Source: an optimization exercise on an open RTL-to-GDS flow (aim: a short achievable clock period and few clock cycles per item). Production flows keep margins and buffers that such runs may drop.
RTL that was checked went through simulation tests only; none was proved equivalent to the original.
The clock port is modelled as an ideal driver; clocking choices that lean on that would not hold on a real chip.
Power figures rest on the tool's default switching activity, not on a simulated workload.

// processor
module processor(
	input clk,
	input rst,
	input [15:0] instruction,
	output reg [3:0] address,
	output reg [15:0] result,
	output reg retire
	);
	wire [3:0] opcode = instruction[15:12];
	wire [2:0] reg_a = instruction[11:9];
	wire [2:0] reg_b = instruction[8:6];
	wire [15:0] immediate = {{8{instruction[7]}}, instruction[7:0]};
	wire [3:0] jmp_addr = instruction[11:8];
	reg [15:0] wd;
	reg zero;
	reg e_valid;
	reg [15:0] e_x;
	reg e_cin;
	reg [15:0] e_k;
	reg e_sum, e_shl, e_k_sel, e_hold;
	reg e_zcmp, e_zone;
	wire [15:0] wd_next;
	wire zero_next;
	wire [15:0] data_b;
	regfile _regfile(
		.clk(clk),
		.rst(rst),
		.waddr(reg_a),
		.wdata(wd_next),
		.raddr(reg_b),
		.rdata(data_b)
	);
	alu _alu(
		.wd(wd),
		.x(e_x),
		.cin(e_cin),
		.k(e_k),
		.s_sum(e_sum),
		.s_shl(e_shl),
		.s_k(e_k_sel),
		.s_hold(e_hold),
		.z(zero),
		.z_cmp(e_zcmp),
		.z_one(e_zone),
		.wd_next(wd_next),
		.z_next(zero_next)
	);
	wire same = (reg_a == reg_b);
	reg [15:0] d_x;
	reg d_cin;
	reg [15:0] d_k;
	reg d_sum, d_shl, d_k_sel, d_hold;
	reg d_zcmp, d_zone;
	reg d_jump;
	always @(*) begin
		d_x = data_b;
		d_cin = 0;
		d_k = immediate;
		d_sum = 0;
		d_shl = 0;
		d_k_sel = 0;
		d_hold = 0;
		d_zcmp = 0;
		d_zone = 0;
		d_jump = 0;
		case (opcode)
			4'b0001: d_k_sel = 1;
			4'b0010: begin
				if (same) d_shl = 1;
				else d_sum = 1;
			end
			4'b1010: begin
				d_x = immediate;
				d_sum = 1;
			end
			4'b0011: begin
				d_x = ~data_b;
				d_cin = 1;
				if (same) begin
					d_k = 0;
					d_k_sel = 1;
					d_zone = 1;
				end else begin
					d_sum = 1;
					d_zcmp = 1;
				end
			end
			4'b1011: begin
				d_x = ~immediate;
				d_cin = 1;
				d_sum = 1;
				d_zcmp = 1;
			end
			4'b1000: begin
				d_hold = 1;
				d_jump = 1;
			end
			4'b1100: begin
				d_hold = 1;
				d_jump = zero_next;
			end
  ...
For scale: about 39 I/O pins, ~9400 um2 of cells after synthesis.
==> module alu, before the edit <==
module alu(
	input [15:0] wd,
	input [15:0] x,
	input cin,
	input [15:0] k,
	input s_sum,
	input s_shl,
	input s_k,
	input s_hold,
	input z,
	input z_cmp,
	input z_one,
	output [15:0] wd_next,
	output z_next
	);
	wire [15:0] sum = wd + x + {15'd0, cin};
	wire eq = &(wd ^ x);
	assign wd_next = ({16{s_sum}} & sum) |
	                 ({16{s_shl}} & {wd[14:0], 1'b0}) |
	                 ({16{s_k}} & k) |
	                 ({16{s_hold}} & wd);
	assign z_next = z_one | (z_cmp & eq) | (~z_one & ~z_cmp & z);
endmodule
==> module processor, before the edit <==
module processor(
	input clk,
	input rst,
	input [15:0] instruction,
	output reg [3:0] address,
	output reg [15:0] result,
	output reg retire
	);
	wire [3:0] opcode = instruction[15:12];
	wire [2:0] reg_a = instruction[11:9];
	wire [2:0] reg_b = instruction[8:6];
	wire [15:0] immediate = {{8{instruction[7]}}, instruction[7:0]};
	wire [3:0] jmp_addr = instruction[11:8];
	reg [15:0] wd;
	reg zero;
	reg e_valid;
	reg [15:0] e_x;
	reg e_cin;
	reg [15:0] e_k;
	reg e_sum, e_shl, e_k_sel, e_hold;
	reg e_zcmp, e_zone;
	wire [15:0] wd_next;
	wire zero_next;
	wire [15:0] data_b;
	regfile _regfile(
		.clk(clk),
		.rst(rst),
		.waddr(reg_a),
		.wdata(wd_next),
		.raddr(reg_b),
		.rdata(data_b)
	);
	alu _alu(
		.wd(wd),
		.x(e_x),
		.cin(e_cin),
		.k(e_k),
		.s_sum(e_sum),
		.s_shl(e_shl),
		.s_k(e_k_sel),
		.s_hold(e_hold),
		.z(zero),
		.z_cmp(e_zcmp),
		.z_one(e_zone),
		.wd_next(wd_next),
		.z_next(zero_next)
	);
	wire same = (reg_a == reg_b);
	reg [15:0] d_x;
	reg d_cin;
	reg [15:0] d_k;
	reg d_sum, d_shl, d_k_sel, d_hold;
	reg d_zcmp, d_zone;
	reg d_jump;
	always @(*) begin
		d_x = data_b;
		d_cin = 0;
		d_k = immediate;
		d_sum = 0;
		d_shl = 0;
		d_k_sel = 0;
		d_hold = 0;
		d_zcmp = 0;
		d_zone = 0;
		d_jump = 0;
		case (opcode)
			4'b0001: d_k_sel = 1;
			4'b0010: begin
				if (same) d_shl = 1;
				else d_sum = 1;
			end
			4'b1010: begin
				d_x = immediate;
				d_sum = 1;
			end
			4'b0011: begin
				d_x = ~data_b;
				d_cin = 1;
				if (same) begin
					d_k = 0;
					d_k_sel = 1;
					d_zone = 1;
				end else begin
					d_sum = 1;
					d_zcmp = 1;
				end
			end
			4'b1011: begin
				d_x = ~immediate;
				d_cin = 1;
				d_sum = 1;
				d_zcmp = 1;
			end
			4'b1000: begin
				d_hold = 1;
				d_jump = 1;
			end
			4'b1100: begin
				d_hold = 1;
				d_jump = zero_next;
			end
			4'b1110: begin
				d_k = data_b;
				if (same) d_hold = 1;
				else d_k_sel = 1;
			end
			default: d_hold = 1;
		endcase
	end
	always @(posedge clk) begin
		if (rst) begin
			address <= 0;
			wd <= 0;
			zero <= 0;
			e_valid <= 0;
			e_x <= 0;
			e_cin <= 0;
			e_k <= 0;
			e_sum <= 0;
			e_shl <= 0;
			e_k_sel <= 0;
			e_hold <= 1;
			e_zcmp <= 0;
			e_zone <= 0;
			result <= 0;
			retire <= 0;
		end else begin
			address <= d_jump ? jmp_addr : address + 4'd1;
			wd <= wd_next;
			zero <= zero_next;
			e_valid <= 1;
			e_x <= d_x;
			e_cin <= d_cin;
			e_k <= d_k;
			e_sum <= d_sum;
			e_shl <= d_shl;
			e_k_sel <= d_k_sel;
			e_hold <= d_hold;
			e_zcmp <= d_zcmp;
			e_zone <= d_zone;
			result <= {address, 3'b000, zero_next, wd[7:0]};
			retire <= e_valid;
		end
	end
endmodule
export LEC_CHECK = 0
export ABC_CLOCK_PERIOD_IN_PS = 1800
export CAP_MARGIN = 20
export CORE_MARGIN = 2
export CORE_UTILIZATION = 40
export SETUP_SLACK_MARGIN = 3.6
export SLEW_MARGIN = 20
create_clock -name core_clock -period 5.5 [get_ports {clk}]
run.sh (not shown) runs the stock make flow with config.mk's settings and CLKGATE_MAP_FILE= SYNTH_SCRIPT=/design/flow/synth_recipe.tcl, a recipe that flattens the netlist after the stock synthesis.
==> next run, changes <==
--- a/flow/design.v
+++ b/flow/design.v
@@ -36,6 +36,27 @@
 	output z_next
 	);
-	wire [15:0] sum = wd + x + {15'd0, cin};
-	wire eq = &(wd ^ x);
+	wire [15:0] p = wd ^ x;
+	reg [16:0] g_l, p_l;
+	reg [16:0] g_n, p_n;
+	integer i, d;
+	always @(*) begin
+		g_l = {wd & x, cin};
+		p_l = {p, 1'b0};
+		for (d = 1; d < 17; d = d * 2) begin
+			for (i = 0; i < 17; i = i + 1) begin
+				if (i >= d) begin
+					g_n[i] = g_l[i] | (p_l[i] & g_l[i - d]);
+					p_n[i] = p_l[i] & p_l[i - d];
+				end else begin
+					g_n[i] = g_l[i];
+					p_n[i] = p_l[i];
+				end
+			end
+			g_l = g_n;
+			p_l = p_n;
+		end
+	end
+	wire [15:0] sum = p ^ g_l[15:0];
+	wire eq = &p;
 	assign wd_next = ({16{s_sum}} & sum) |
 	                 ({16{s_shl}} & {wd[14:0], 1'b0}) |
@@ -68,12 +89,13 @@
 	wire [15:0] wd_next;
 	wire zero_next;
-	wire [15:0] data_b;
+	wire [15:0] rf_b;
+	reg [2:0] e_ra;
 	regfile _regfile(
 		.clk(clk),
 		.rst(rst),
-		.waddr(reg_a),
-		.wdata(wd_next),
+		.waddr(e_ra),
+		.wdata(wd),
 		.raddr(reg_b),
-		.rdata(data_b)
+		.rdata(rf_b)
 	);
 	alu _alu(
@@ -92,4 +114,5 @@
 		.z_next(zero_next)
 	);
+	wire [15:0] data_b = (reg_b == e_ra) ? wd : rf_b;
 	wire same = (reg_a == reg_b);
 	reg [15:0] d_x;
@@ -160,4 +183,5 @@
 			zero <= 0;
 			e_valid <= 0;
+			e_ra <= 0;
 			e_x <= 0;
 			e_cin <= 0;
@@ -176,4 +200,5 @@
 			zero <= zero_next;
 			e_valid <= 1;
+			e_ra <= reg_a;
 			e_x <= d_x;
 			e_cin <= d_cin;
Design area came out lower by a few percent.
Worst setup slack improved by 520 ps.
Die area stays the same.
Utilization came out lower by 3.3 points.
Combinational power came out lower by a few percent.
First-iteration DRC count came out lower by about a fifth.
Sequential share of layout area came out higher by 3.2 points.
Clock power came out lower by roughly a tenth.
Critical path depth came out lower by 11.
Synthesized cell count came out lower by a few percent.
Testbench counts after the change, summed over its fixed seeds: cycles 19,392, instrs 19,200.
Function not checked in the first run of this note: the RTL went through the layout flow alone.


Setup of north:
processor, a different RTL version from the one above (not shown whole).
Size in the first run: about 900 cells after synthesis, ~300 flip-flops.
## processor
module processor(
	input clk,
	input rst,
	input [15:0] instruction,
	output reg [3:0] address,
	output reg [15:0] result,
	output reg retire
	);
	reg [7:0] wd_lo;	 
	reg [7:0] wd_hi;	 
	reg zero;		 
	reg pred;		 
	reg [3:0] pc_n;		 
	wire [3:0] f_op = instruction[15:12];
	wire [2:0] f_ra = instruction[11:9];
	wire [2:0] f_rb = instruction[8:6];
	wire [3:0] f_tgt = instruction[11:8];
	wire f_jmp = (f_op == 4'b1000);
	wire f_br = (f_op == 4'b1100);
	reg d_valid;
	reg [15:0] d_ir;
	reg d_pend, d_pred;
	reg [3:0] d_pc1;
	reg d_tk;		 
	reg d_load, d_add, d_addi, d_sub, d_subi, d_mov, d_same;
	reg d_byp;		 
	reg d_byp2;		 
	reg [7:0] d_sel;	 
	reg [7:0] d_selh;	 
	reg e_valid;
	reg [2:0] e_ra;
	reg [7:0] e_x;
	reg e_cin;
	reg e_sum, e_shl, e_xsel, e_hold;
	reg e_zcmp, e_zone;
	reg e_pend, e_pred;
	reg [3:0] e_pc1, e_pcn, e_tgt;
	reg e_byp;
	reg [7:0] e_sel;
	reg e_use_b, e_use_i, e_neg, e_sign;
	reg h_valid;
	reg [2:0] h_ra;
	reg [7:0] h_x;
	reg h_c8, h_b7, h_eqlo;
	reg [7:0] h_a;
	reg h_sum, h_shl, h_xsel, h_hold;
	reg h_zcmp, h_zone;
	reg h_pend, h_pred;
	reg [3:0] h_pc1, h_pcn, h_tgt;
	wire [127:0] rf_all;
	wire [7:0] rf_written;
	wire e_subop = e_zcmp | e_zone;
	wire h_subop = h_zcmp | h_zone;
	wire res_d = d_valid & d_pend & ~e_subop & ~h_subop;
	wire res_e = e_pend & ~h_subop;
	wire mis_h = h_pend & (zero ^ h_pred);
	wire mis_e = res_e & (zero ^ e_pred) & ~mis_h;
	wire mis_d = res_d & (zero ^ d_pred) & ~mis_h & ~mis_e;
	wire mispredict = mis_h;		 
	wire kill_d = mis_h | mis_e;		 
	wire kill_f = kill_d | mis_d;		 
	wire [3:0] fix_h = zero ? h_tgt : h_pc1;
	wire [3:0] fix_e = zero ? e_tgt : e_pc1;
	wire [3:0] fix_d = zero ? d_ir[11:8] : d_pc1;
	wire [3:0] fix_pc = mis_h ? fix_h : mis_e ? fix_e : fix_d;
	wire d_live = d_valid & ~kill_d;
	wire e_live = e_valid & ~mispredict;
  ...
Settings: LEC_CHECK=0, ABC_CLOCK_PERIOD_IN_PS=1800, CAP_MARGIN=20, CORE_MARGIN=2, CORE_UTILIZATION=50, CTS_BUF_LIST=sky130_fd_sc_hd__clkbuf_16, CTS_CLUSTER_DIAMETER=200, CTS_CLUSTER_SIZE=25, SETUP_SLACK_MARGIN=3.6, SLEW_MARGIN=20; clock period 5.5 ns.
standard.sh (not shown) runs the stock make flow with config.mk's settings and CLKGATE_MAP_FILE= SYNTH_SCRIPT=/design/flow/synth_recipe.tcl, a recipe that flattens the netlist after the stock synthesis.
==> flow/flow/run.sh <==
#!/bin/bash
# Standard ORFS layout with two changes:
#  1. synthesis and the later repair steps are not allowed some slow cells
#     (4-input OR/NOR stacks, 4:1 muxes, adder cells and similar); the list in
#     flow/dont_use.txt is added to the platform's don't-use list;
#  2. after CTS the root buffer is removed, so the clock port drives the
#     tree's first level (two buffers) directly. Every register keeps the same
#     number of buffer levels.
set -euo pipefail
here=$(pwd)
du="$(make -s -C "$FLOW_HOME" DESIGN_CONFIG="$here/config.mk" WORK_HOME="$here/orfs_du" print-DONT_USE_CELLS | sed 's/^DONT_USE_CELLS: //') $(tr '\n' ' ' < "$here/flow/dont_use.txt")"
echo "DONT_USE_CELLS=$du" > "$here/dont_use_cells.log"
bash standard.sh cts "DONT_USE_CELLS=$du" > "$here/standard_cts.log" 2>&1
openroad -no_init -exit "$here/flow/drop_root.tcl" > "$here/drop_root.log" 2>&1
bash standard.sh finish "DONT_USE_CELLS=$du" > "$here/standard_finish.log" 2>&1
Other scripts of this flow, unchanged in this note and not shown: flow/flow/dont_use.txt, flow/flow/drop_root.tcl
Testbench counts of north, summed over its fixed seeds: cycles 20,100, instrs 19,200.
Here is what was changed in the inputs of south compared with north.
-- flow/design.v --
<<< north, line 119
	reg h_pend, h_pred;
	reg [3:0] h_pc1, h_pcn, h_tgt;
	wire [127:0] rf_all;
	wire [7:0] rf_written;
	wire e_subop = e_zcmp | e_zone;
	wire h_subop = h_zcmp | h_zone;
	wire res_d = d_valid & d_pend & ~e_subop & ~h_subop;
	wire res_e = e_pend & ~h_subop;
	wire mis_h = h_pend & (zero ^ h_pred);
	wire mis_e = res_e & (zero ^ e_pred) & ~mis_h;
	wire mis_d = res_d & (zero ^ d_pred) & ~mis_h & ~mis_e;
	wire mispredict = mis_h;		 
	wire kill_d = mis_h | mis_e;		 
	wire kill_f = kill_d | mis_d;		 
	wire [3:0] fix_h = zero ? h_tgt : h_pc1;
	wire [3:0] fix_e = zero ? e_tgt : e_pc1;
	wire [3:0] fix_d = zero ? d_ir[11:8] : d_pc1;
	wire [3:0] fix_pc = mis_h ? fix_h : mis_e ? fix_e : fix_d;
	wire d_live = d_valid & ~kill_d;
	wire e_live = e_valid & ~mispredict;
	wire f_unknown = d_valid & (d_sub | d_subi) | e_zcmp | e_zone | h_zcmp | h_zone;
	wire f_taken = f_jmp | (f_br & (f_unknown ? pred : zero));
	wire [3:0] pc = ~pc_n;
	wire [3:0] f_pc1 = pc + 4'd1;
	wire [3:0] f_next = f_taken ? f_tgt : f_pc1;
>>> south, line 119
	reg h_pend, h_pred;
	reg [3:0] h_pc1, h_pcn, h_tgt;
	wire c8, eq_lo, eq_hi;
	wire [127:0] rf_all;
	wire [7:0] rf_written;
	reg mis_q;
	reg [3:0] fix_q;
	wire mispredict = mis_q;
	wire [3:0] fix_h = zero ? h_tgt : h_pc1;
	wire d_live = d_valid & ~mispredict & ~e_redirect;
	wire e_live = e_valid & ~mispredict;
	wire e_subop = e_zcmp | e_zone;
	wire h_subop = h_zcmp | h_zone;
	wire f_unknown = d_valid & (d_sub | d_subi) | e_subop | h_subop;
	wire est_h = h_zone | (h_zcmp & h_eqlo);
	wire e_repred = e_live & e_pend & h_subop;
	wire e_redirect = e_repred & (est_h ^ e_pred);
	wire [3:0] fix_e = est_h ? e_tgt : e_pc1;
	wire [3:0] pc = ~pc_n;
	wire f_guess = (d_valid & (d_sub | d_subi)) | e_subop ? pred : est_h;
	wire f_taken = f_jmp | (f_br & (f_unknown ? f_guess : zero));
	wire [3:0] f_pc1 = pc + 4'd1;
	wire [3:0] f_next = f_taken ? f_tgt : f_pc1;
<<< north, line 153
	end
	wire [7:0] wd_lo_next, wd_hi_next;
	wire c8, eq_lo, eq_hi;
	regfile _regfile(
		.clk(clk),
>>> south, line 151
	end
	wire [7:0] wd_lo_next, wd_hi_next;
	regfile _regfile(
		.clk(clk),
<<< north, line 236
			h_zone <= 0;
			h_pend <= 0;
			retire <= 0;
		end else begin
			address <= kill_f ? fix_pc : f_next;
			pc_n <= ~(kill_f ? fix_pc : f_next);
			d_valid <= ~kill_f;
			d_pend <= f_br & f_unknown;
			e_valid <= d_live;
>>> south, line 233
			h_zone <= 0;
			h_pend <= 0;
			mis_q <= 0;
			retire <= 0;
		end else begin
			address <= mispredict ? fix_q : e_redirect ? fix_e : f_next;
			pc_n <= ~(mispredict ? fix_q : e_redirect ? fix_e : f_next);
			d_valid <= ~mispredict & ~e_redirect;
			d_pend <= f_br & f_unknown;
			e_valid <= d_live;
<<< north, line 249
			e_zcmp <= d_live & (d_sub & ~d_same | d_subi);
			e_zone <= d_live & d_sub & d_same;
			e_pend <= d_live & d_pend & ~res_d;
			wd_lo <= wd_lo_next;
			h_valid <= e_live;
>>> south, line 247
			e_zcmp <= d_live & (d_sub & ~d_same | d_subi);
			e_zone <= d_live & d_sub & d_same;
			e_pend <= d_live & d_pend;
			wd_lo <= wd_lo_next;
			h_valid <= e_live;
<<< north, line 258
			h_zcmp <= e_zcmp & ~mispredict;
			h_zone <= e_zone & ~mispredict;
			h_pend <= e_pend & ~mispredict & ~res_e;
			wd_hi <= wd_hi_next;
			zero <= zero_next;
			if (h_pend | res_e | res_d)
				pred <= zero;
			retire <= h_valid;
>>> south, line 256
			h_zcmp <= e_zcmp & ~mispredict;
			h_zone <= e_zone & ~mispredict;
			h_pend <= e_pend & ~mispredict;
			mis_q <= e_pend & ~mispredict & (zero_next ^ (e_repred ? est_h : e_pred));
			wd_hi <= wd_hi_next;
			zero <= zero_next;
			if (h_pend)
				pred <= zero;
			retire <= h_valid;
<<< north, line 268
	always @(posedge clk) begin
		d_ir <= instruction;
		d_pred <= pred;
		d_pc1 <= f_pc1;
		d_tk <= f_taken;
>>> south, line 267
	always @(posedge clk) begin
		d_ir <= instruction;
		d_pred <= f_guess;
		d_pc1 <= f_pc1;
		d_tk <= f_taken;
<<< north, line 289
		e_pred <= d_pred;
		e_pc1 <= d_pc1;
		e_pcn <= res_d ? fix_d : d_pcn;
		e_tgt <= d_ir[11:8];
		e_byp <= d_byp;
>>> south, line 288
		e_pred <= d_pred;
		e_pc1 <= d_pc1;
		e_pcn <= d_pcn;
		e_tgt <= d_ir[11:8];
		e_byp <= d_byp;
<<< north, line 303
		h_eqlo <= eq_lo;
		h_a <= wd_lo;
		h_pred <= e_pred;
		h_pc1 <= e_pc1;
		h_pcn <= res_e ? fix_e : e_pcn;
		h_tgt <= e_tgt;
		result <= {h_pend ? fix_h : h_pcn, 3'b000, zero_next, h_a};
>>> south, line 302
		h_eqlo <= eq_lo;
		h_a <= wd_lo;
		h_pred <= e_repred ? est_h : e_pred;
		h_pc1 <= e_pc1;
		h_pcn <= e_repred ? fix_e : e_pcn;
		fix_q <= zero_next ? e_tgt : e_pc1;
		h_tgt <= e_tgt;
		result <= {h_pend ? fix_h : h_pcn, 3'b000, zero_next, h_a};
--- outcome ---
Power share of the combinational group in south vs north: up 0.3 points
When the final numbers for north and south were put side by side, the fraction of layout cells with a size suffix above 1 turned out to be smaller in north.
south — ratio of routed vias to standard cells about 0.5% higher, north as reference
Detailed-route wire length on metal 1, north and south: larger value in south
In south, the time the worst path needs with I/O delays and setup came out 0.072 ns below the value in north.
Any difference in clock-pin slew reported for the worst setup and hold paths after clock tree synthesis between north and south is small enough to ignore.
Changes observed in south relative to north: number of vias in the routed layout grew by about 1.3%, detailed-routing iteration count for the pre-antenna-repair pass went up by 4.
No functional check of the RTL was part of south.

-- port drivers added, routing unchanged --
How much do the figures lean on ideal ports? The routed layouts below were timed once more, with nothing changed but the port constraints.
Step 1 (the two cells are an assumption about what drives the block):
set clk [get_ports {clk}]
set_driving_cell -lib_cell sky130_fd_sc_hd__clkbuf_16 $clk
set_driving_cell -lib_cell sky130_fd_sc_hd__buf_2 [delete_from_list [all_inputs] $clk]
Step 2 times the ports against the registers' clock, not the clock port: input delays grow and output delays shrink by t, the midpoint of the rising clock arrivals with the driver on.
Slacks: ideal / step 1 / step 2; pairs: ideal / step 1.
run	shift t [ns]	setup WS [ns]	worst setup path at the end	latest minus earliest clock arrival (ns)	worst slew at a driven data input, ns
the first run of note 1	0.576	2.913 / 2.913 / 2.611	input to register	0.031 / 0.031	0.35
the second run of note 1	0.565	3.435 / 3.214 / 2.650	input to register	0.025 / 0.025	0.36
north	0.413	3.504 / 3.524 / 3.111	input to register	0.027 / 0.027	0.05
south	0.418	3.576 / 3.515 / 3.189	input to register	0.023 / 0.023	0.05
After both steps setup and hold are still met in every run listed. For the second run of note 1, which loses most, drivers alone change the setup slack by -0.221 ns; drivers and shift together by -0.785 ns.
